Source: an optimization exercise on an open RTL-to-GDS flow (aim: a short achievable clock period and few clock cycles). Production flows keep margins and buffers that such runs may drop. Function was checked by simulation only, so behaviour that the tests miss may differ from the original.

--- design/flow/run.sh ---
#!/bin/bash
# synth_recipe.tcl (not shown) runs the flow's synth.tcl, then flattens the netlist and writes it again
# the make line also repeats each setting of config.mk as NAME=value (left out here)
make -C /OpenROAD-flow-scripts/flow DESIGN_CONFIG=/design/flow/config.mk WORK_HOME=/design/flow/orfs CLKGATE_MAP_FILE= SYNTH_SCRIPT=/design/flow/synth_recipe.tcl finish
--- design/flow/config.mk ---
export PLATFORM = sky130hd
export DESIGN_NAME = microprocessor
export DESIGN_NICKNAME = microprocessor
export VERILOG_FILES = /design/flow/design.v
export SDC_FILE = /design/flow/constraint.sdc
export NUM_CORES = 4
export LEC_CHECK = 0
export CAP_MARGIN = 20
export CORE_MARGIN = 2
export CORE_UTILIZATION = 30
export SLEW_MARGIN = 20
--- design/flow/constraint.sdc ---
create_clock -name core_clock -period 30.0 [get_ports {clk}]
set_input_delay 6.0000 -clock core_clock [delete_from_list [all_inputs] [get_ports {clk}]]
set_output_delay 6.0000 -clock core_clock [all_outputs]
set_load 0.01 [all_outputs]
--- design/flow/design.v ---
`timescale 1ns / 1ps
module microprocessor(
  input             clk,
  input             sys_rst,
  input      [15:0] din,
  output     [15:0] dout,
  output     [15:0] imem_addr,
  input      [31:0] imem_data,
  output     [15:0] dmem_addr,
  output            dmem_we,
  input      [15:0] dmem_rdata,
  output            halted
);
reg [31:0] IR;             
reg [15:0] GPR [31:0];     
reg [15:0] SGPR;           
reg [15:0] PC;
reg sign, zero, overflow, carry;
reg jmp_flag;
reg stop;
localparam [2:0] idle            = 3'd0;   
localparam [2:0] fetch_inst      = 3'd1;   
localparam [2:0] dec_exec_inst   = 3'd2;   
localparam [2:0] next_inst       = 3'd3;   
localparam [2:0] sense_halt      = 3'd4;   
reg [2:0] state, next_state;
wire [15:0] src1 = GPR[IR[21:17]];
wire [15:0] src2 = IR[16] ? IR[15:0] : GPR[IR[15:11]];
wire [15:0] rdv  = GPR[IR[26:22]];
wire [16:0] sum     = {1'b0, src1} + {1'b0, src2};
wire [15:0] diff    = src1 - src2;
wire [31:0] mul_res = src1 * src2;
wire [15:0] quot    = (src2 == 16'd0) ? 16'hFFFF : (src1 / src2);
reg        wr_en;
reg [15:0] wr_val;
reg        jmp_n;
reg        stop_n;
always @(*) begin
  wr_en  = 1'b1;
  wr_val = rdv;
  jmp_n  = 1'b0;
  stop_n = 1'b0;
  case (IR[31:27])
    5'b00000 : wr_val = SGPR;
    5'b00001     : wr_val = IR[16] ? IR[15:0] : src1;
    5'b00010     : wr_val = sum[15:0];
    5'b00011     : wr_val = diff;
    5'b00100     : wr_val = mul_res[15:0];
    5'b00101     : wr_val = quot;
    5'b00110     : wr_val = src1 | src2;
    5'b00111    : wr_val = src1 & src2;
    5'b01000    : wr_val = src1 ^ src2;
    5'b01001   : wr_val = src1 ~^ src2;
    5'b01010   : wr_val = ~(src1 & src2);
    5'b01011    : wr_val = ~(src1 | src2);
    5'b01100    : wr_val = IR[16] ? ~IR[15:0] : ~src1;
    5'b01111 : wr_val = dmem_rdata;
    default  : wr_en = 1'b0;
  endcase
  case (IR[31:27])
    5'b10000        : jmp_n = 1'b1;
    5'b10001      : jmp_n = carry;
    5'b10011       : jmp_n = sign;
    5'b10101       : jmp_n = zero;
    5'b10111   : jmp_n = overflow;
    5'b10010    : jmp_n = ~carry;
    5'b10100     : jmp_n = ~sign;
    5'b10110     : jmp_n = ~zero;
    5'b11000 : jmp_n = ~overflow;
    5'b11001        : stop_n = 1'b1;
    default      : ;
  endcase
end
wire [15:0] rd_new = wr_en ? wr_val : rdv;
wire sign_n  = (IR[31:27] == 5'b00100) ? mul_res[31] : rd_new[15];
wire zero_n  = (IR[31:27] == 5'b00100) ? ~(|mul_res) : ~(|rd_new);
wire carry_n = (IR[31:27] == 5'b00010) ? sum[16] : 1'b0;
wire ovf_n   = (IR[31:27] == 5'b00010) ? ((~src1[15] & ~src2[15] & rd_new[15]) | (src1[15] & src2[15] & ~rd_new[15])) :
               (IR[31:27] == 5'b00011) ? ((~src1[15] & src2[15] & rd_new[15]) | (src1[15] & ~src2[15] & ~rd_new[15])) :
               1'b0;
always @(posedge clk) begin
  if (sys_rst)
    state <= idle;
  else
    state <= next_state;
end
always @(*) begin
  case (state)
    idle            : next_state = fetch_inst;
    fetch_inst      : next_state = dec_exec_inst;
    dec_exec_inst   : next_state = next_inst;
    next_inst       : next_state = sense_halt;
    sense_halt      : next_state = stop ? sense_halt : fetch_inst;
    default         : next_state = idle;
  endcase
end
always @(posedge clk) begin
  if (sys_rst) begin
    sign     <= 1'b0;
    zero     <= 1'b0;
    overflow <= 1'b0;
    carry    <= 1'b0;
    jmp_flag <= 1'b0;
    stop     <= 1'b0;
  end else begin
    case (state)
      idle: begin
        IR <= 32'h0;
        PC <= 16'd0;
      end
      fetch_inst: begin
        IR <= imem_data;
      end
      dec_exec_inst: begin
        if (wr_en)
          GPR[IR[26:22]] <= wr_val;
        if (IR[31:27] == 5'b00100)
          SGPR <= mul_res[31:16];
        sign     <= sign_n;
        zero     <= zero_n;
        carry    <= carry_n;
        overflow <= ovf_n;
        jmp_flag <= jmp_n;
        stop     <= stop_n;
      end
      next_inst: begin
        PC <= jmp_flag ? IR[15:0] : PC + 16'd1;
      end
      default: ;
    endcase
  end
end
assign imem_addr = PC;
assign dmem_addr = IR[15:0];
assign dmem_we   = (state == dec_exec_inst) && ((IR[31:27] == 5'b01101) || (IR[31:27] == 5'b01110));
assign dout      = (IR[31:27] == 5'b01110) ? din : src1;
assign halted    = stop;
endmodule
==> summary.md <==
| Metric | Value |
|---|---|
| Outcome | `finished clean` |
| Total nets after synthesis | `4900` |
| CTS tree | `built` |
| Number of global-route vias before repair | `39780` |
| Most common cell after layout, fill and taps aside | `sky130_fd_sc_hd__edfxtp_1` |
| Worst-case setup margin in the final layout | `558.0 ps` |
| Number of non-filler instances in the completed layout | `6959` |
| Filler instances | `16210` |
| Final Critical Period | `29440 ps` |
| Detail Placement HPWL | `139200 µm` |
| Worst setup path category | `reg -> reg` |
| Via count | `41150` |
| Category of the worst setup path capture point | `register` |
| Required time reported for the critical path endpoint | `30530 ps` |
| Critical path launch point type | `register` |
| Slew @ Worst Pin | `1258 ps` |
| Number of detailed-routing iterations run before antenna repair | `7` |
| Die ar. | `170600 µm²` |
| Number of synthesized flops with an enable pin | `576` |
| Total global routing overflow | `0` |
| Clock network latency to the later pin of the worst-skew pair | `660 ps` |
| Number of buffers created by CTS | `68` |
| Sinks on the clock net | `600` |
| Die Span Y | `413.0 µm` |
| FMAX | `33.97 MHz` |
| Clock Pin Slew Worst Setup and Hold Paths | `60 ps` |
| Post-synthesis sequential area ratio | `0.3542` |
| Netlist Area Pre-Place | `50190 µm²` |
| Clock root buffer master | `sky130_fd_sc_hd__clkbuf_16` |
| Final-report setup violation count | `0` |
| Total wire length after detailed routing | `199100 µm` |
| Cell count after synthesis | `4345` |
| CP Data Arrival Time | `29980 ps` |
| Dpl ws | `-594.8 ps` |
| Slew HR | `0.1591` |
| Share of the core filled with cells in the final layout | `0.3590` |
| Hold_buf cts | `0` |
| Final Hold Viols | `0` |
| Drt via density | `5.913` |
| Share of the synthesized area in the top cell type | `0.3446` |
| Yosys top cell by area | `sky130_fd_sc_hd__edfxtp_1` |
| Final weighted congestion in routability-driven placement | `1.003` |
| Initial drt markers | `4968` |
| Floorplan row count | `150` |
| Share of post-route cells with drive strength above 1 | `0.2560` |
| Residual DRC | `0` |
| Yosys Warn Count | `1` |
| Placed instance count | `6746` |
| Worst-case clock skew | `54.59 ps` |
| Area growth from synthesis to layout | `19.22%` |
| Routed wire length per instance | `28.60 µm` |
| Post-layout net count | `5256` |
| H-tree Lvls | `3` |
| Width of the chip | `413.0 µm` |
| Post-synth top flop | `sky130_fd_sc_hd__edfxtp_1` |
| Cell types occupying the most area after synthesis | `sky130_fd_sc_hd__edfxtp_1 34%, sky130_fd_sc_hd__mux4_2 15%, sky130_fd_sc_hd__fa_1 7.8%, sky130_fd_sc_hd__ha_1 7.3%, sky130_fd_sc_hd__mux2i_1 3.4%` |
| Number of antenna violations at the first check in global routing | `15` |
| Number of flip-flops and latches in the synthesized netlist | `600` |
| Cell with the largest stage delay on the worst path | `sky130_fd_sc_hd__or4_4` |
| Async S/R FF share, synth | `0` |
| Maximum cell stage delay along the critical path | `530 ps` |
| Syn_area_per_cell | `11.55 µm²` |
| Most frequent cells in the layout | `576 x sky130_fd_sc_hd__edfxtp_1, 407 x sky130_fd_sc_hd__buf_4, 389 x sky130_fd_sc_hd__nand2_1` |
| I/O pin cnt | `116` |
| Max Cap Viol | `0` |
| Largest net degree at the start of global routing | `80` |
| Most Frequent Cell on Critical Path | `sky130_fd_sc_hd__o21a_1` |
| Starting density of the core | `0.3011` |
| Max Transition Viols Final | `0` |
| Total Neg Setup Slack | `0 ps` |
| Final antenna-violating net count | `0` |
| Number of buffers on the longest clock path | `3` |
| Placeable core area | `166700 µm²` |
| Number of unique standard cell types used by synthesis | `106` |
| Unrepaired setup endpoints after global routing | `yes` |
| Min-delay worst type | `reg -> reg` |
| Wire length of the first global-routing pass | `280600 µm` |
| Port Buffer Count | `115` |
| Maximum fanout along the worst path | `8` |
| Overall Global Routing Usage | `0.2262` |
| Fraction of the cycle the final worst path needs | `0.9814` |
[metrics by stage]
stage	cell area [µm²]	hold WS (ps)
floorplan	50600	417.8
global placement	55960	434.8
detailed placement	55970	443.2
CTS	58490	457.6
global route	59830	487.3
finish	59840	451.0
[sequential cells by signal, indices dropped and copies added (netlist names), named ones only]
signal	flops
overflow	1
sign	1
state	3
IR	32
zero	1
GPR	512
jmp_flag	1
SGPR	16
stop	1
carry	1
PC	16
[worst paths after layout]
path / start / endpoint / slack [ps] / cells after the start
hold / removal: IR[21]$_DFFE_PP_ / register / 450 / 2
hold reg to reg: IR[21]$_DFFE_PP_ / register / 450 / 2
setup / recovery: register / zero$_SDFFE_PP0P_ / 560 / 157
setup reg to reg: register / zero$_SDFFE_PP0P_ / 560 / 157
[area by class of cell]
| cell class | instances | area [µm²] | share of cell area |
|---|---|---|---|
| diodes | 2 | 5.005 | 0.00008364 |
| clock inverters | 33 | 360.3 | 0.006022 |
| inverters | 316 | 1191 | 0.01991 |
| flip-flops and latches | 600 | 17810 | 0.2976 |
| clock buffers | 89 | 1853 | 0.03097 |
| multi-input cells | 3158 | 31050 | 0.5189 |
| repair buffers | 557 | 4808 | 0.08036 |
| well taps | 2204 | 2758 | 0.04609 |
[cells in the mapped netlist, types with 46 or more instances]
| cell type | n |
|---|---|
| sky130_fd_sc_hd__fa_1 | 196 |
| sky130_fd_sc_hd__inv_1 | 306 |
| sky130_fd_sc_hd__edfxtp_1 | 576 |
| sky130_fd_sc_hd__mux2i_1 | 172 |
| sky130_fd_sc_hd__o21ai_0 | 127 |
| sky130_fd_sc_hd__a21oi_1 | 190 |
| sky130_fd_sc_hd__nand2_1 | 393 |
| sky130_fd_sc_hd__xnor2_1 | 76 |
| sky130_fd_sc_hd__buf_2 | 48 |
| sky130_fd_sc_hd__a22oi_1 | 64 |
| sky130_fd_sc_hd__nor3_1 | 81 |
| sky130_fd_sc_hd__clkbuf_1 | 136 |
| sky130_fd_sc_hd__buf_4 | 46 |
| sky130_fd_sc_hd__ha_1 | 293 |
| sky130_fd_sc_hd__mux4_2 | 344 |
| sky130_fd_sc_hd__nor2_1 | 388 |
| sky130_fd_sc_hd__nand3_1 | 66 |
| sky130_fd_sc_hd__o21a_1 | 49 |
[critical path: cells and delay by family, from the launching register on]
kind,cells,cell delay [ps]
multiplexers,8,2150
flip-flops,1,500
buffers and inverters,9,1280
AND/OR/NAND/NOR,46,7610
adder cells (fa/ha/maj),15,3870
AO/OA/AOI/OAI,79,13820
[cells by family after synthesis]
kind of cell / after synthesis / share of synthesized area
simple gates: 1203 / 0.1106
flops: 600 / 0.3542
xor+xnor: 111 / 0.01937
fa+ha+maj: 489 / 0.1512
mux: 573 / 0.2056
buf+inv: 587 / 0.05290
compound gates: 782 / 0.1061
[what timing repair did]
item,CTS,global route
endpoints found under the setup margin,33,65
pin swaps,12,103
gates resized for setup,36,159
setup buffers,14,71
cloned,1,4
[metal layers]
layer,part of all wire,GRT usage,vias to the layer above
met3,0.13,0.06919,648
met1,0.37,0.2903,20630
met4,0.063,0.1157,22
met2,0.44,0.3433,2764
li1,-,-,17090
met5,0.00073,0,-
Testbench counts, summed over its fixed seeds: cycles 179,136.

-- re-timing with driven ports --
In the flow no input, the clock included, has a driving cell. The finished layout below was timed again as built, in two steps. Step 1 (the two cells are an assumption about what drives the block):
set clk [get_ports {clk}]
set_driving_cell -lib_cell sky130_fd_sc_hd__clkbuf_16 $clk
set_driving_cell -lib_cell sky130_fd_sc_hd__buf_2 [delete_from_list [all_inputs] $clk]
Step 2 also shifts input and output timing later by t, the mid clock arrival at the registers, as if the neighbouring blocks saw the same clock. Slacks: ideal ports / drivers / drivers and shift; pairs: ideal ports / drivers.
shift t [ns]: 0.693
slack for setup (ns): 0.558 / 0.558 / 0.558
worst hold slack (ns): 0.451 / 0.451 / 0.451
worst slew at a driven data input, ns: 0.06
After both steps this run still meets setup and hold. The setup slack of this run moves by 0.000 ns with the drivers and by 0.000 ns with both steps.
